Context: an optimization exercise on an open-source flow, tuned for a short achievable clock period and few clock cycles. The choices shown serve that exercise and are no tape-out recipe.
Only simulation tests tie the RTL to the original design; equivalence was not proved.
Power figures rest on the tool's default switching activity, not on a simulated workload.

==> flow/design.v (excerpt) <==
module top(clk,reset,imem_addr,imem_rdata,dmem_addr,dmem_wdata,dmem_we,dmem_rdata);
  input clk,reset;
  output [31:0] imem_addr;
  input [31:0] imem_rdata;
  output [31:0] dmem_addr;
  output [31:0] dmem_wdata;
  output dmem_we;
  input [31:0] dmem_rdata;
  localparam NBTB = 4;
  localparam BTBW = 2;                     
  reg [31:0] pc_f;
  reg        x_valid, x_pred;
  reg [31:0] x_ir, x_imm, x_pc, x_pc4;
  reg [31:0] x_ralo, x_rahi, x_rblo, x_rbhi;   
  reg [31:0] x_sa, x_sb;                       
  reg        x_isr, x_isi, x_islw, x_issw, x_isbr, x_rseq, x_rdnz;
  reg [4:0]  x_sel;                        
  reg        x_ap, x_am, x_aw, x_az, x_alo, x_ahi, x_as;
  reg        x_bp, x_bm, x_bw, x_bz, x_blo, x_bhi, x_bs;
  reg        x_om, x_ow, x_oz, x_olo, x_ohi, x_os, x_oi;
  reg        m_rw, m_load, m_we, m_late, m_pa, m_pb;
  reg [4:0]  m_sel;
  reg [4:0]  m_rd;
  reg [31:0] m_res, m_wdata, m_a, m_b;
  reg        w_rw;
  reg [4:0]  w_rd;
  reg [31:0] w_val;
  reg [31:0] z_val;
  reg [31:0] rf [1:31];
  ...
Size in the first run: roughly 6700 cells after synthesis, ~160 I/O pins, roughly 0.093 mm^2 of cells after synthesis.
==> flow/config.mk <==
export PLATFORM = sky130hd
export DESIGN_NAME = top
export DESIGN_NICKNAME = top
export VERILOG_FILES = /design/flow/design.v
export SDC_FILE = /design/flow/constraint.sdc
export NUM_CORES = 4
export LEC_CHECK = 0
export ABC_CLOCK_PERIOD_IN_PS = 3000
export CAP_MARGIN = 20
export CORE_MARGIN = 2
export CORE_UTILIZATION = 40
export SLEW_MARGIN = 20
export SYNTH_HIERARCHICAL = 1
==> flow/constraint.sdc <==
create_clock -name core_clock -period 12.0 [get_ports {clk}]
set_input_delay 2.4000 -clock core_clock [delete_from_list [all_inputs] [get_ports {clk}]]
set_output_delay 2.4000 -clock core_clock [all_outputs]
set_load 0.01 [all_outputs]
standard.sh (not shown) runs the stock make flow with config.mk's settings and CLKGATE_MAP_FILE= SYNTH_SCRIPT=/design/flow/synth_recipe.tcl, a recipe that flattens the netlist after the stock synthesis.
==> flow/flow/run.sh <==
#!/bin/bash
set -uo pipefail
bash standard.sh SETUP_SLACK_MARGIN=8.6 finish > flow_standard.log 2>&1
Testbench counts at the start, summed over its fixed seeds: cycles 159,247.
Then changed:
--- a/flow/design.v
+++ b/flow/design.v
@@ -229,44 +229,48 @@
   wire hw2 = m_rw & (m_rd == rs2);
   wire [31:0] f_pc4  = pc_f + 32'd4;
   reg hit;
   reg [31:0] hit_tgt;
   integer k;
   always @* begin
     hit = 1'b0; hit_tgt = 32'd0;
     for (k = 0; k < NBTB; k = k + 1)
       if (btb_v[k] && btb_pc[k] == pc_f) begin hit = 1'b1; hit_tgt = btb_tgt[k]; end
   end
-  wire f_pred = hit;
-  wire [31:0] f_next = hit ? hit_tgt : f_pc4;
+  wire [31:0] f_early = redirect ? redir_pc : stall ? pc_f : hit ? hit_tgt : f_pc4;
+  wire        f_block = redirect | stall | hit;
+  wire [31:0] f_next;
+  wire        f_spred;
+  rv_fnext fnext (.pc(pc_f), .ir(fi), .early(f_early), .block(f_block),
+                  .next(f_next), .spred(f_spred));
+  wire f_pred = hit | f_spred;
   reg xhit;
   reg [BTBW-1:0] xidx;
   always @* begin
     xhit = 1'b0; xidx = 0;
     for (k = 0; k < NBTB; k = k + 1)
       if (btb_v[k] && btb_pc[k] == x_pc) begin xhit = 1'b1; xidx = k; end
   end
   wire btb_ins = go & x_isbr & taken & ~xhit & ~x_pred;
   always @(posedge clk) begin
     if (reset) begin
       pc_f <= 32'd0;
       x_valid <= 1'b0; x_pred <= 1'b0;
       m_rw <= 1'b0; m_load <= 1'b0; m_we <= 1'b0; m_late <= 1'b0;
       w_rw <= 1'b0;
       btb_v <= 0; btb_ptr <= 0;
       bi_ins <= 1'b0; bi_rm <= 1'b0;
     end else begin
+      pc_f <= f_next;
       if (redirect) begin
-        pc_f <= redir_pc;
         x_valid <= 1'b0; x_pred <= 1'b0;
       end else if (!stall) begin
-        pc_f <= f_next;
         x_valid <= 1'b1; x_pred <= f_pred;
       end
       m_rw   <= nm_rw;
       m_load <= go & x_islw;
       m_we   <= go & x_issw;
       m_late <= late;
       w_rw   <= m_rw;
       bi_ins <= btb_ins;
       bi_rm  <= go & x_isbr & ~taken & xhit;
       if (bi_ins) begin
@@ -344,10 +348,25 @@
       end
       ks_add = p ^ {gg[30:0], cin};
     end
   endfunction
   wire [31:0] sum_add = ks_add(a, b, 1'b0);
   wire [31:0] sum_sub = ks_add(a, ~b, 1'b1);
   assign res = ({32{sel[0]}} & sum_add) | ({32{sel[1]}} & sum_sub) |
                {31'd0, sel[2] & sum_sub[31]} |
                ({32{sel[3]}} & (a | b)) | ({32{sel[4]}} & (a & b));
 endmodule
+module rv_fnext(pc, ir, early, block, next, spred);
+  input  [31:0] pc, ir, early;
+  input         block;
+  output [31:0] next;
+  output        spred;
+  wire [12:0] immb = {ir[31], ir[7], ir[30:25], ir[11:8], 1'b0};
+  wire        near = (&immb[12:7]) | ~(|immb[12:7]);
+  assign spred = (ir[6:0] == 7'b1100011) & ((ir[19:15] == ir[24:20]) | ir[31]) & near;
+  wire [7:0]  lo   = {1'b0, pc[6:0]} + {1'b0, immb[6:0]};
+  wire [24:0] hi   = pc[31:7];
+  wire [24:0] hip1 = hi + 25'd1;
+  wire [24:0] him1 = hi - 25'd1;
+  wire [24:0] hsel = ir[31] ? (lo[7] ? hi : him1) : (lo[7] ? hip1 : hi);
+  assign next = (spred & ~block) ? {hsel, lo[6:0]} : early;
+endmodule
After rerunning: Utilization increases by 1.1 points; synthesized cell count increases by about 6%; total power increases by 0.52%; sequential share of layout area decreases by 2.0 points; routed wire length increases by about 5%; first-iteration DRC count increases by 11%.
Testbench counts after the change, summed over its fixed seeds: cycles 155,165.

==> re-timing with driven ports <==
The flow's constraints put no driver on any port. The routed layouts listed below were extracted and timed again, unchanged, in two steps.
Step 1 assumes that a clkbuf_16 drives the clock port and a buf_2 every other input.
Step 2 times the ports against the registers' clock, not the clock port: input delays grow and output delays shrink by t, the midpoint of the rising clock arrivals with the driver on.
a / b / c = ideal / step 1 / step 2; a / b = the first two.
run | shift t [ns] | slack for setup (ns) | latest minus earliest clock arrival (ns)
the first run | 0.928 | 8.111 / 8.022 / 7.468 | 0.146 / 0.145
the second run | 0.928 | 7.931 / 7.931 / 7.136 | 0.138 / 0.137
After both steps setup and hold are still met in every run listed. The setup slack of the second run, which loses most, moves by 0.000 ns with the drivers and by -0.795 ns with both steps.
